This is an optimization exercise on Yosys and OpenROAD, whose aim is small area, not a production implementation. The RTL was checked by simulation tests, not by an equivalence proof against the original design.

[flow/flow/run.sh]
#!/bin/bash
# Layout flow: the standard ORFS flow (standard.sh) with changes that only
# affect how the netlist is mapped and how cells are sized/selected, not the
# design, the constraints or the registers:
#  - synthesis maps logic with an area-oriented ABC script
#    (flow/abc_deepsyn.script) run with several sets of random seeds, keeping
#    the smallest result (flow/multi_abc.tcl), instead of ORFS's speed script;
#    adders are left to ABC instead of being extracted into half/full-adder cells (ADDER_MAP_FILE
#    empty); everything else in synthesis is unchanged (same synth_recipe.tcl,
#    same registers and names);
#  - port buffers use the smallest buffer cell (buf_1);
#  - the constant outputs share one tie cell per value (no tie-fanout repair);
#  - the clock tree uses clkbuf_8 buffers and no dummy loads.
set -euo pipefail
HERE=$(pwd)
FLOWDIR=$HERE/flow

for s in 0 1 2 3 4; do
    sed -e "s/SEED0/$s/" -e "s/SEED1/$((s + 10))/" -e "s/SEED2/$((s + 20))/" -e "s/SEED3/$((s + 30))/" \
        -e "s/SEED4/$((s + 40))/" -e "s/SEED5/$((s + 50))/" -e "s/SEED6/$((s + 60))/" -e "s/SEED7/$((s + 70))/" \
        "$FLOWDIR/abc_deepsyn.script" > "$HERE/abc_s$s.script"
done

# ORFS synth.tcl with the ABC call replaced by the multi-seed mapping
sed "s#log_cmd abc {\*}\$abc_args#set my_flow_dir $HERE; source $FLOWDIR/multi_abc.tcl#" \
    "$FLOW_HOME/scripts/synth.tcl" > "$HERE/synth_area.tcl"
grep -q "multi_abc.tcl" "$HERE/synth_area.tcl"
# The standard flow's synthesis script, sourcing the patched synth.tcl
sed "s#\$::env(SCRIPTS_DIR)/synth.tcl#$HERE/synth_area.tcl#" synth_recipe.tcl > "$HERE/synth_recipe_area.tcl"
grep -q "synth_area.tcl" "$HERE/synth_recipe_area.tcl"

bash standard.sh \
    SYNTH_SCRIPT="$HERE/synth_recipe_area.tcl" \
    ADDER_MAP_FILE= \
    SKIP_REPAIR_TIE_FANOUT=1 \
    "BUFFER_PORTS_ARGS=-buffer_cell sky130_fd_sc_hd__buf_1" \
    "CTS_ARGS=-sink_clustering_enable -repair_clock_nets -dont_use_dummy_load -buf_list sky130_fd_sc_hd__clkbuf_8" \
    finish > "$HERE/standard.log" 2>&1
[flow/flow/abc_deepsyn.script]
strash
&get -n
&deepsyn -S SEED0 -T 20
&put
&get -n
&deepsyn -S SEED1 -T 20
&put
&get -n
&deepsyn -S SEED2 -T 20
&put
&get -n
&deepsyn -S SEED3 -T 20
&put
&get -n
&deepsyn -S SEED4 -T 20
&put
&get -n
&deepsyn -S SEED5 -T 20
&put
&get -n
&deepsyn -S SEED6 -T 20
&put
&get -n
&deepsyn -S SEED7 -T 20
&put
&get -n
&dch -f
&nf -R 1000
&put
[flow/flow/multi_abc.tcl]
# Technology mapping with an area-oriented ABC script (flow/abc_deepsyn.script:
# eight rounds of &deepsyn, then mapping), run with several sets of random
# seeds; the smallest mapped netlist is kept.
# Sourced by synth_area.tcl in place of ORFS's single "abc" call, with
# abc_args and lib_args as ORFS's synth.tcl sets them; my_flow_dir is
# set by run.sh.
design -save my_pre_abc
set my_best_area -1
set my_best_seed -1
foreach my_seed {s0 s1 s2 s3 s4} {
  design -load my_pre_abc
  set my_script [file join $my_flow_dir abc_$my_seed.script]
  log_cmd abc {*}[lreplace $abc_args 1 1 $my_script]
  set my_stat [tee -q -s result.string stat {*}$lib_args]
  if { ![regexp {Chip area for (?:top )?module '[^']*': ([0-9.]+)} $my_stat -> my_area] } {
    error "multi_abc: no area in stat output"
  }
  puts "multi_abc: seed $my_seed area $my_area"
  if { $my_best_area < 0 || $my_area < $my_best_area } {
    set my_best_area $my_area
    set my_best_seed $my_seed
    design -save my_best_abc
  }
}
design -load my_best_abc
puts "multi_abc: kept seed $my_best_seed area $my_best_area"
[flow/standard.sh]
#!/bin/bash
# synth_recipe.tcl (not shown) runs the flow's synth.tcl, then flattens the netlist and writes it again
# the make line also repeats each setting of config.mk as NAME=value (left out here)
make -C /OpenROAD-flow-scripts/flow DESIGN_CONFIG=/design/flow/config.mk WORK_HOME=/design/flow/orfs CLKGATE_MAP_FILE= SYNTH_SCRIPT=/design/flow/synth_recipe.tcl "${@:-finish}"
[flow/config.mk]
export PLATFORM = sky130hd
export DESIGN_NAME = PongGame_Board1
export DESIGN_NICKNAME = PongGame_Board1
export VERILOG_FILES = /design/flow/design.v
export SDC_FILE = /design/flow/constraint.sdc
export NUM_CORES = 4
export LEC_CHECK = 0
export CAP_MARGIN = 20
export CORE_MARGIN = 2
export CORE_UTILIZATION = 40
export SLEW_MARGIN = 20
[flow/constraint.sdc]
create_clock -name core_clock -period 10.0 [get_ports {clock}]
set_input_delay 2.0000 -clock core_clock [delete_from_list [all_inputs] [get_ports {clock}]]
set_output_delay 2.0000 -clock core_clock [all_outputs]
set_load 0.01 [all_outputs]
[flow/design.v]
module M_ticks(input clock, input reset, output pix, output pmove_tick, output bally_tick,
               output ballx_tick, output vga_clk);
    reg [2:0] q8;        
    reg [4:0] a;         
    reg [2:0] b;         
    wire a_wrap = a[4] & ~a[3] & ~a[1] & ~a[0];              
    wire b_wrap = b[1] & b[0];                               
    assign pix        = ~q8[0];
    assign pmove_tick = a_wrap & ~q8[2] & q8[1] & q8[0];     
    assign bally_tick = a_wrap & b_wrap & ~q8[0];            
    assign ballx_tick = a_wrap & b_wrap & ~q8[1] & q8[0];    
    always @(posedge clock) begin
        if (reset) q8 <= 3'd0;
        else q8 <= {q8[2] ^ (q8[1] & q8[0]), q8[1] ^ q8[0], ~q8[0]};
        if (reset | a_wrap) a <= 5'd0;
        else a <= {a[3:0], ~(a[4] ^ a[2])};
        if (reset | (a_wrap & b_wrap)) b <= 3'd0;
        else if (a_wrap) b <= {b[1:0], ~(b[2] ^ b[0])};
    end
    assign vga_clk = q8[0];
endmodule
module M_vga(input clock, input reset, input pix, output reg [9:0] h, output reg [9:0] v,
             output reg hs, output reg vs, output inD);
    wire h_end = (h[9] & ~h[8] & h[7] & h[4] & h[3] & h[2] & h[1] & h[0]);      
    wire v_end = (~v[9] & v[8] & v[7] & v[6] & v[5] & v[4] & v[2] & v[1]);      
    wire [9:0] th, tv;
    assign th[0] = pix;
    assign tv[0] = pix & h_end;
    genvar i;
    generate for (i = 1; i < 10; i = i + 1) begin : g
        assign th[i] = th[i-1] & h[i-1];
        assign tv[i] = tv[i-1] & v[i-1];
    end endgenerate
    always @(posedge clock) begin
        if (reset | (pix & h_end)) h <= 10'd895;
        else h <= h ^ th;
        if (reset | (pix & h_end & v_end)) v <= 10'd1001;
        else v <= v ^ tv;
        if (reset) begin
            hs <= 1'b0;
            vs <= 1'b0;
        end else if (pix) begin
            hs <= ((h >= 10'd991) | (h < 10'd768));
            vs <= ((v >= 10'd1003) | (v < 10'd512));
        end
    end
    assign inD = ((h >= 10'd16) & (h < 10'd656)) & ((v >= 10'd12) & (v < 10'd492));
endmodule
module M_bally(input clock, input reset, input gameOver, input yt0, output reg [8:0] by);
    reg yDir;
    wire yt = yt0 & ~gameOver;
    wire yEdge = yDir ? (by[8] & by[7] & by[6] & by[1] & by[0]) : (~by[8] & ~by[7] & ~by[6] & ~by[4] & ~by[3] & ~by[2] & ~by[1]);
    wire [8:0] ty;
    assign ty[0] = yt & ~yEdge;
    genvar gi;
    generate for (gi = 1; gi < 9; gi = gi + 1) begin : g_ty
        assign ty[gi] = ty[gi-1] & (by[gi-1] ^ ~yDir);
    end endgenerate
    always @(posedge clock) begin
        if (reset | gameOver) by <= 9'd242;
        else by <= by ^ ty;
        if (reset) yDir <= 1'b0;
        else if (yt & yEdge) yDir <= ~yDir;
    end
endmodule
module M_ballx(input clock, input reset, input gameOver, input newGame, input inPlay, input ballx_tick,
               input coll, output reg [9:0] bx, output reg xDir, output reg [3:0] s0, output reg [3:0] s1);
    wire xt = ballx_tick & inPlay & ~gameOver;
    wire xEdge = xDir ? (bx[9] & bx[6] & bx[5] & bx[4] & bx[1]) : (~bx[9] & ~bx[8] & ~bx[7] & ~bx[6] & ~bx[4] & ~bx[3] & ~bx[2] & ~bx[1] & ~bx[0]);
    wire [9:0] tx;
    assign tx[0] = xt & ~xEdge;
    genvar gi;
    generate for (gi = 1; gi < 10; gi = gi + 1) begin : g_tx
        assign tx[gi] = tx[gi-1] & (bx[gi-1] ^ ~xDir);
    end endgenerate
    wire miss = xt & xEdge & ~coll;
    wire newG = ballx_tick & newGame;
    always @(posedge clock) begin
        if (reset | gameOver | newG | miss) bx <= 10'd326;
        else bx <= bx ^ tx;
        if (reset) xDir <= 1'b0;
        else if (xt & xEdge & coll) xDir <= ~xDir;
        if (reset | newG) begin
            s0 <= 4'd0;
            s1 <= 4'd0;
        end else if (miss) begin
            if (xDir) s0 <= s0 + 4'd1;
            else s1 <= s1 + 4'd1;
        end
    end
endmodule
module M_paddle(input clock, input rst, input pmove, input [1:0] mv, output reg [8:0] p);
    wire up = ~mv[0];
    wire dn = mv[0] & ~mv[1];
    wire [8:0] t;
    assign t[0] = pmove & (up ? ~(~p[8] & ~p[7] & ~p[6] & ~p[4] & ~p[3] & ~p[2] & ~p[1]) : (dn & ~(p[8] & p[7] & p[2] & p[1] & p[0])));
    genvar gi;
    generate for (gi = 1; gi < 9; gi = gi + 1) begin : g_tp
        assign t[gi] = t[gi-1] & (p[gi-1] ^ up);
    end endgenerate
    always @(posedge clock) begin
        if (rst) p <= 9'd241;
        else p <= p ^ t;
    end
endmodule
module M_sub(input pix, input psel1, input [9:0] h, input [9:0] v, input [9:0] bx, input [8:0] by,
             input [8:0] p0, input [8:0] p1, input xDir, input pcol,
             output in20, output in80, output coll, output xin);
    wire selP1 = pix ? psel1 : xDir;
    wire [8:0] psel = selP1 ? p1 : p0;
    wire [8:0] bsel = (pix & ~pcol) ? by : psel;
    wire [9:0] asel = pix ? v : {1'b0, by};
    wire [9:0] bb = ~{1'b0, bsel};
    wire [10:0] c;
    wire [9:0] d;
    assign c[0] = 1'b1;
    genvar i;
    generate for (i = 0; i < 10; i = i + 1) begin : g
        wire p = asel[i] ^ bb[i];
        assign d[i] = p ^ c[i];
        assign c[i+1] = p ? c[i] : asel[i];
    end endgenerate
    assign in20 = (d < 10'd20);
    assign in80 = (d < 10'd80);
    assign coll = in80 | (d >= 10'd1005);    
    wire [9:0] bb2 = ~bx;
    wire [10:0] c2;
    wire [9:0] dbx;
    assign c2[0] = 1'b1;
    generate for (i = 0; i < 10; i = i + 1) begin : g2
        wire p = h[i] ^ bb2[i];
        assign dbx[i] = p ^ c2[i];
        assign c2[i+1] = p ? c2[i] : h[i];
    end endgenerate
    assign xin = (dbx < 10'd15);
endmodule
module M_text(input [9:0] h, input [9:0] v, output t_common, output t_1, output t_2,
              output inBorder, output pcol);
    wire t_p = ((h[8] & ~h[7] & ~h[6] & ~h[5] & ~h[4] & ~h[3] & ~h[2] & h[1] & ~h[0]) & ((v >= 10'd162) & (v < 10'd242))) | ((h[8] & ~h[7] & ~h[6] & h[5] & ~h[4] & ~h[3] & ~h[2] & ~h[1] & ~h[0]) & ((v >= 10'd162) & (v < 10'd202))) |
               (((~v[8] & v[7] & ~v[6] & v[5] & ~v[4] & ~v[3] & ~v[2] & v[1] & ~v[0]) | (~v[8] & v[7] & v[6] & ~v[5] & ~v[4] & v[3] & ~v[2] & v[1] & ~v[0])) & ((h >= 10'd258) & (h < 10'd288)));
    assign t_1 = (h[8] & ~h[7] & ~h[6] & h[5] & ~h[4] & h[3] & h[2] & h[1] & ~h[0]) & ((v >= 10'd162) & (v < 10'd242));
    assign t_2 = ((h[8] & ~h[7] & ~h[6] & h[5] & ~h[4] & h[3] & h[2] & h[1] & ~h[0]) & ((v >= 10'd202) & (v < 10'd242))) | ((h[8] & ~h[7] & h[6] & ~h[5] & ~h[4] & h[3] & h[2] & ~h[1] & ~h[0]) & ((v >= 10'd162) & (v < 10'd202))) |
               (((~v[8] & v[7] & ~v[6] & v[5] & ~v[4] & ~v[3] & ~v[2] & v[1] & ~v[0]) | (~v[8] & v[7] & v[6] & ~v[5] & ~v[4] & v[3] & ~v[2] & v[1] & ~v[0]) | (~v[8] & v[7] & v[6] & v[5] & v[4] & ~v[3] & ~v[2] & v[1] & ~v[0])) & ((h >= 10'd302) & (h < 10'd332)));
    wire t_w = (((~h[8] & h[7] & h[6] & h[5] & ~h[4] & ~h[3] & ~h[2] & ~h[1] & ~h[0]) | (~h[8] & h[7] & h[6] & h[5] & h[4] & h[3] & h[2] & h[1] & ~h[0])) & ((v >= 10'd262) & (v < 10'd342))) | ((v[8] & ~v[7] & v[6] & ~v[5] & v[4] & ~v[3] & v[2] & v[1] & ~v[0]) & ((h >= 10'd224) & (h < 10'd254))) |
               ((~h[8] & h[7] & h[6] & h[5] & ~h[4] & h[3] & h[2] & h[1] & h[0]) & ((v >= 10'd302) & (v < 10'd342)));
    wire t_i = (h[8] & ~h[7] & ~h[6] & ~h[5] & ~h[4] & h[3] & h[2] & ~h[1] & ~h[0]) & ((v >= 10'd262) & (v < 10'd342));
    wire t_n = (((h[8] & ~h[7] & ~h[6] & h[5] & ~h[4] & ~h[3] & h[2] & ~h[1] & ~h[0]) | (h[8] & ~h[7] & h[6] & ~h[5] & ~h[4] & ~h[3] & ~h[2] & h[1] & ~h[0])) & ((v >= 10'd262) & (v < 10'd342))) | ((v[8] & ~v[7] & ~v[6] & ~v[5] & ~v[4] & ~v[3] & v[2] & v[1] & ~v[0]) & ((h >= 10'd292) & (h < 10'd322)));
    wire t_s = ((h[8] & ~h[7] & h[6] & ~h[5] & h[4] & ~h[3] & ~h[2] & ~h[1] & ~h[0]) & ((v >= 10'd262) & (v < 10'd302))) | ((h[8] & ~h[7] & h[6] & h[5] & ~h[4] & h[3] & h[2] & h[1] & ~h[0]) & ((v >= 10'd302) & (v < 10'd342))) |
               (((v[8] & ~v[7] & ~v[6] & ~v[5] & ~v[4] & ~v[3] & v[2] & v[1] & ~v[0]) | (v[8] & ~v[7] & ~v[6] & v[5] & ~v[4] & v[3] & v[2] & v[1] & ~v[0]) | (v[8] & ~v[7] & v[6] & ~v[5] & v[4] & ~v[3] & v[2] & v[1] & ~v[0])) & ((h >= 10'd336) & (h < 10'd366)));
    assign t_common = t_p | t_w | t_i | t_n | t_s;
    assign inBorder =
        (((~h[9] & ~h[8] & ~h[7] & ~h[6] & ~h[5] & h[4] & h[3] & ~h[2] & h[1] & ~h[0]) | (h[9] & ~h[8] & h[7] & ~h[4] & ~h[3] & h[2] & h[1] & ~h[0])) & ((v >= 10'd32) & (v < 10'd472))) |
        (((~v[8] & ~v[7] & ~v[6] & v[5] & ~v[4] & ~v[3] & ~v[2] & ~v[1] & ~v[0]) | (~v[9] & v[8] & v[7] & v[6] & v[4] & v[3] & ~v[2] & ~v[1] & ~v[0])) & ((h >= 10'd26) & (h < 10'd646)));
    assign pcol = ((h >= 10'd27) & (h < 10'd32)) | ((h >= 10'd641) & (h < 10'd646));
endmodule
module M_out(input clock, input reset, input pix, input inD, input gameOver, input p0_win, input p1_win,
             input [2:0] p0_colour, input [2:0] p1_colour, input psel1, input xin, input in20, input in80,
             input pcol, input t_common, input t_1, input t_2, input inBorder, output reg [2:0] rgb);
    wire ballHit = inD & xin & in20;
    wire padHit = inD & pcol & in80;
    wire winDraw = inD & ((p0_win & (t_common | t_1)) | (p1_win & (t_common | t_2)));
    wire useP1 = gameOver ? ~p0_win : psel1;
    wire [2:0] pc = useP1 ? p1_colour : p0_colour;
    wire [2:0] f = pc | {~|pc, 2'b00};                   
    wire white = (inD & inBorder) | (~gameOver & ballHit);
    wire coloured = gameOver ? winDraw : padHit;
    reg [2:0] col;
    reg isBox;
    always @(posedge clock) begin
        if (pix) begin
            col <= {3{white}} | ({3{coloured}} & f);
            isBox <= ~gameOver & (ballHit | padHit);
        end else if (gameOver & isBox) begin
            col <= 3'd0;
            isBox <= 1'b0;
        end
    end
    always @(posedge clock) begin
        if (reset) rgb <= 3'd0;
        else if (pix) rgb <= inD ? col : 3'd0;
    end
endmodule
module M_hex(input [3:0] s, output [6:0] hex0, output [9:0] led);
    assign hex0[0] = ~s[3] & ~s[1] & (s[2] ^ s[0]);
    assign hex0[1] = s[2] & (s[1] ^ s[0]);
    assign hex0[2] = ~s[3] & ~s[2] & s[1] & ~s[0];
    assign hex0[3] = (s[0] & ~(s[2] ^ s[1])) | (s[2] & ~s[1] & ~s[0]) | (s[3] & s[1]);
    assign hex0[4] = s[0] | (s[2] & ~s[1]);
    assign hex0[5] = (s[1] & s[0]) | (~s[3] & ~s[2] & (s[1] | s[0]));
    assign hex0[6] = (~s[3] & ~s[2] & ~s[1]) | (s[2] & s[1] & s[0]);
    assign led = {s[3] & s[1], s[3] & (s[1] | s[0]), s[3], s[3] | (s[2] & s[1] & s[0]),
                  s[3] | (s[2] & s[1]), s[3] | (s[2] & (s[1] | s[0])), s[3] | s[2],
                  s[3] | s[2] | (s[1] & s[0]), s[3] | s[2] | s[1], |s};
endmodule
module PongGame_Board1 (
    input clock,
    input reset,             
    input [1:0] p0_move,
    input [1:0] p1_move,
    input [2:0] p0_colour,
    input [2:0] p1_colour,
    input p0_play,
    input p1_play,
    output [6:0] hex0,
    output [6:0] hex5,
    output [6:0] hex4,
    output [9:0] led,
    output [3:0] p1_scoreOut,
    output vga_clk,
    output vga_hs,
    output vga_vs,
    output [7:0] vga_R,
    output [7:0] vga_G,
    output [7:0] vga_B
);
    wire pix, pmove_tick, bally_tick, ballx_tick;
    M_ticks u_ticks(.clock(clock), .reset(reset), .pix(pix), .pmove_tick(pmove_tick),
                    .bally_tick(bally_tick), .ballx_tick(ballx_tick), .vga_clk(vga_clk));
    wire [9:0] h, v;
    wire inD;
    M_vga u_vga(.clock(clock), .reset(reset), .pix(pix), .h(h), .v(v), .hs(vga_hs), .vs(vga_vs), .inD(inD));
    wire [9:0] bx;
    wire [8:0] by, p0, p1;
    wire xDir;
    wire [3:0] s0, s1;
    wire inPlay = p0_play & p1_play;
    wire p0_win = s0[3] & s0[1];         
    wire p1_win = s1[3] & s1[1];
    wire win = p0_win | p1_win;
    wire gameOver = win & inPlay;
    wire newGame = win & ~inPlay;
    wire psel1 = h[9];      
    wire in20, in80, coll, xin, pcol, t_common, t_1, t_2, inBorder;
    M_bally u_bally(.clock(clock), .reset(reset), .gameOver(gameOver), .yt0(bally_tick & inPlay), .by(by));
    M_ballx u_ballx(.clock(clock), .reset(reset), .gameOver(gameOver), .newGame(newGame), .inPlay(inPlay),
                    .ballx_tick(ballx_tick), .coll(coll), .bx(bx), .xDir(xDir), .s0(s0), .s1(s1));
    M_paddle u_p0(.clock(clock), .rst(reset | gameOver), .pmove(pmove_tick & inPlay), .mv(p0_move), .p(p0));
    M_paddle u_p1(.clock(clock), .rst(reset | gameOver), .pmove(pmove_tick & inPlay), .mv(p1_move), .p(p1));
    M_sub u_sub(.pix(pix), .psel1(psel1), .h(h), .v(v), .bx(bx), .by(by), .p0(p0), .p1(p1), .xDir(xDir),
                .pcol(pcol), .in20(in20), .in80(in80), .coll(coll), .xin(xin));
    M_text u_text(.h(h), .v(v), .t_common(t_common), .t_1(t_1), .t_2(t_2), .inBorder(inBorder), .pcol(pcol));
    wire [2:0] rgb;
    M_out u_out(.clock(clock), .reset(reset), .pix(pix), .inD(inD), .gameOver(gameOver), .p0_win(p0_win),
                .p1_win(p1_win), .p0_colour(p0_colour), .p1_colour(p1_colour), .psel1(psel1), .xin(xin),
                .in20(in20), .in80(in80), .pcol(pcol), .t_common(t_common), .t_1(t_1), .t_2(t_2),
                .inBorder(inBorder), .rgb(rgb));
    M_hex u_hex(.s(s0), .hex0(hex0), .led(led));
    assign p1_scoreOut = s1;
    assign hex5 = 7'b0001100;    
    assign hex4 = 7'b1111001;    
    assign vga_R = {8{rgb[2]}};
    assign vga_G = {8{rgb[1]}};
    assign vga_B = {8{rgb[0]}};
endmodule
==> run notes <==
[routing by layer]
layer | up-vias | wire length [um]
li1 | 2711 | -
met1 | 2548 | 6770
met2 | 237 | 6690
met3 | 22 | 1120
met4 | 0 | 298
met5 | - | 0
[logic make-up after synthesis]
family	synth area share
buffers and inverters	0.0601
and+or+nand+nor	0.295
DFF	0.324
other	0.00137
xor gates and xnor gates	0.0717
muxes	0.0225
AOI/OAI and AO/OA	0.225
[path summary, 6_finish.rpt]
| check | from | cells after the start | to |
|---|---|---|---|
| hold / removal | u_out.col[1] | 1 | u_out.rgb[1] |
| hold reg to reg | u_out.col[1] | 1 | u_out.rgb[1] |
| setup reg to reg | u_ticks.q8[0] | 25 | u_ballx.bx[8] |
| setup / recovery | u_ticks.q8[0] | 25 | u_ballx.bx[8] |
[cell usage after synthesis (2+ instances only)]
cell        n  area (um2)
a211oi_1    3        22.5
a21o_1      7        52.6
a21oi_1    63         315
a221o_1     2        20.0
a22o_1      7        61.3
a22oi_1     3        22.5
a31oi_1     8        50.1
a41oi_1     3        26.3
and2_0      9        56.3
and3_1     15        93.8
and4_1      2        17.5
buf_4      37         278
clkinv_1   14        52.6
conb_1      2        7.51
dfxtp_1    83        1660
edfxtp_1    4         120
mux2_1      3        33.8
mux2i_1     9        90.1
nand2_1    71         267
nand2b_1   11        68.8
nand3_1    32         160
nand3b_1    2        15.0
nand4_1     4        25.0
nor2_1     93         349
nor2b_1    23         144
nor3_1     37         185
nor3b_1     5        37.5
nor4_1     12        75.1
o2111ai_1   3        26.3
o211ai_1    2        15.0
o21a_1      3        22.5
o21ai_0    63         315
o21bai_1    5        37.5
o22ai_1     9        56.3
o311ai_0    6        52.6
o31a_1      2        17.5
o31ai_1     3        22.5
or2_0       6        37.5
or3_1       9        56.3
or4_1       2        15.0
xnor2_1    20         175
xor2_1     25         219
[sequential cells by signal, summed over array words and instances, names as in the netlist]
signal        flops
u_out.rgb         3
u_ballx.xDir      1
u_bally.by        9
u_out.isBox       1
u_p0.p            9
u_ballx.bx       10
u_ballx.s1        4
u_vga.v          10
u_ballx.s0        4
u_vga.hs          1
u_p1.p            9
u_bally.yDir      1
u_ticks.q8        3
u_vga.h          10
u_ticks.b         3
u_ticks.a         5
u_vga.vs          1
u_out.col         3
[cell type report]
class	instances	area (um2)	share of cell area
Sequential cell	87	1780	0.306
Inverter	14	52.6	0.00904
Tap cell	176	220	0.0379
Timing Repair Buffer	64	251	0.0433
Multi-Input combinational cell	597	3380	0.582
Clock buffer	9	124	0.0213
[layout by cell type, fill, tap and decap left out, drive strengths merged, types with 9 or more instances in the layout]
master	n
a21oi	63
and2	9
and3	15
buf	64
clkbuf	9
clkinv	14
dfxtp	83
mux2i	9
nand2	71
nand2b	11
nand3	32
nor2	93
nor2b	23
nor3	37
nor4	12
o21ai	63
o22ai	9
or3	9
xnor2	20
xor2	25
[power by group]
| part | switching, mW | total (mW) | internal (mW) |
|---|---|---|---|
| logic | 0.0815 | 0.131 | 0.0498 |
| registers | 0.0279 | 0.387 | 0.359 |
| clock network | 0.116 | 0.196 | 0.0805 |
==> results_dict.tcl <==
set metrics [dict create \
    clock_skew_ns 0.0258 \
    worst_pin_slew_ns 0.909 \
    area_growth_pct 5.83 \
    drc 0 \
    ys_async_sr_fraction 0 \
    postCtsSetupBuffers 0 \
    placementRows 42 \
    grtUsageMet2 0.325 \
    via_per_inst 5.83 \
    clockBufferDepth 2 \
    grt_busiest_layer "met2" \
    ctsResizeCount 0 \
    cts.sinks 87 \
    cts_tree "yes" \
    instances_no_fill 947 \
    grt_max_degree 28 \
    htree_levels 3 \
    dpl.hpwl_um 11000 \
    grt_use_met3 0.0479 \
    cp_num_buf_inv 1 \
    synthCells 735 \
    grt_pass1_wl_um 23800 \
    holdBufCountCts 0 \
    pre_cts_ws_ns 4.57 \
    crit_required_ns 10.27 \
    max_freq_mhz 177 \
    synth_cell_type_count 55 \
    syn-num-nets 749 \
    grt_setup_unrepaired "false" \
    drtAntennaViolNets 0 \
    dieHeight_um 121 \
    startpoint_type "flop" \
    drt_first_pass_iters 6 \
    synth_area_um2 5490 \
    drt_iter0_drc 482 \
    worstSetupPathType "reg -> reg" \
    wl_per_cell_um 15.7 \
    timing.setup.tns_ns 0 \
    cts_root_buf "clkbuf_8" \
    finalSetupViolCount 0 \
    postLayoutCellArea_um2 5810 \
    nets 787 \
    max_stage_delay_ns 0.49 \
    antenna_cells 0 \
    core-area_um2 13300 \
    pin_count 76 \
    drt_wl_total_um 14900 \
    routabilityCongestion 0.906 \
    synth_warnings 6 \
    dieArea_um2 14700 \
    nFillCells 1393 \
    overflow 0 \
    power_leakage_nw 2.01 \
    dp.cells 938 \
    critPathSlowestCell "a21oi_1" \
    synth_ff_type "dfxtp_1" \
    cp-end-kind "flop" \
    fin_crit_sh 0.565 \
    drive_gt1_frac 0.0169 \
    worst_slack_ns 4.35 \
    critPathMaxFanout 27 \
    clk_latency_ns 0.39 \
    cts_buffers 9 \
    syn_area_per_cell_um2 7.47 \
    power_per_cell_area_nw_per_um2 123 \
    placed_area_um2 5690 \
    fin_hold_ws_ns 0.438 \
    ys_seq_elements 87 \
    total_power_mw 0.715 \
    max_cap_violations 0 \
    slew_violations 0 \
    clkSlewWorstSetupHoldPaths_ns 0.09 \
    critPathArrivalTime_ns 5.93 \
    portBuffers 61 \
    fin_util 0.436 \
    seq_area_frac_synth 0.324 \
    cp_top_family "compound AO/OA/AOI/OAI gates" \
    hold_viol 0 \
    antenna_found_initial 0 \
    start_util 0.412 \
    grt_pass1_vias 4901 \
    r2r_slack_ns 4.35 \
    grt.total_usage 0.204 \
    die_w_um 121 \
    holdCritPathClass "reg -> reg" \
    grtUsageMet1 0.269 \
    relSlewSlack 0.394 \
    outcome "no timing/DRC/antenna violations" \
    synth_edf_count 4 \
    vias 5518 \
    post-route-min-period_ns 5.65 \
    peakVddDrop_uv 51.8 \
]

## afterwards: timing with drivers on the ports
No port has a modelled driver above. Below, the same layout with a new extraction and two added sets of constraints.
Step 1 assumes that a clkbuf_16 drives the clock port and a buf_2 every other input.
Step 2 also shifts input and output timing later by t, the mid clock arrival at the registers, as if the neighbouring blocks saw the same clock.
Slacks: ideal / step 1 / step 2; pairs: ideal / step 1.
t (ns): 0.412
slack for setup (ns): 4.347 / 4.347 / 4.347
worst setup path after step 2: register to register
After both steps this run still meets setup and hold. The setup slack of this run moves by 0.000 ns with the drivers and by 0.000 ns with both steps.
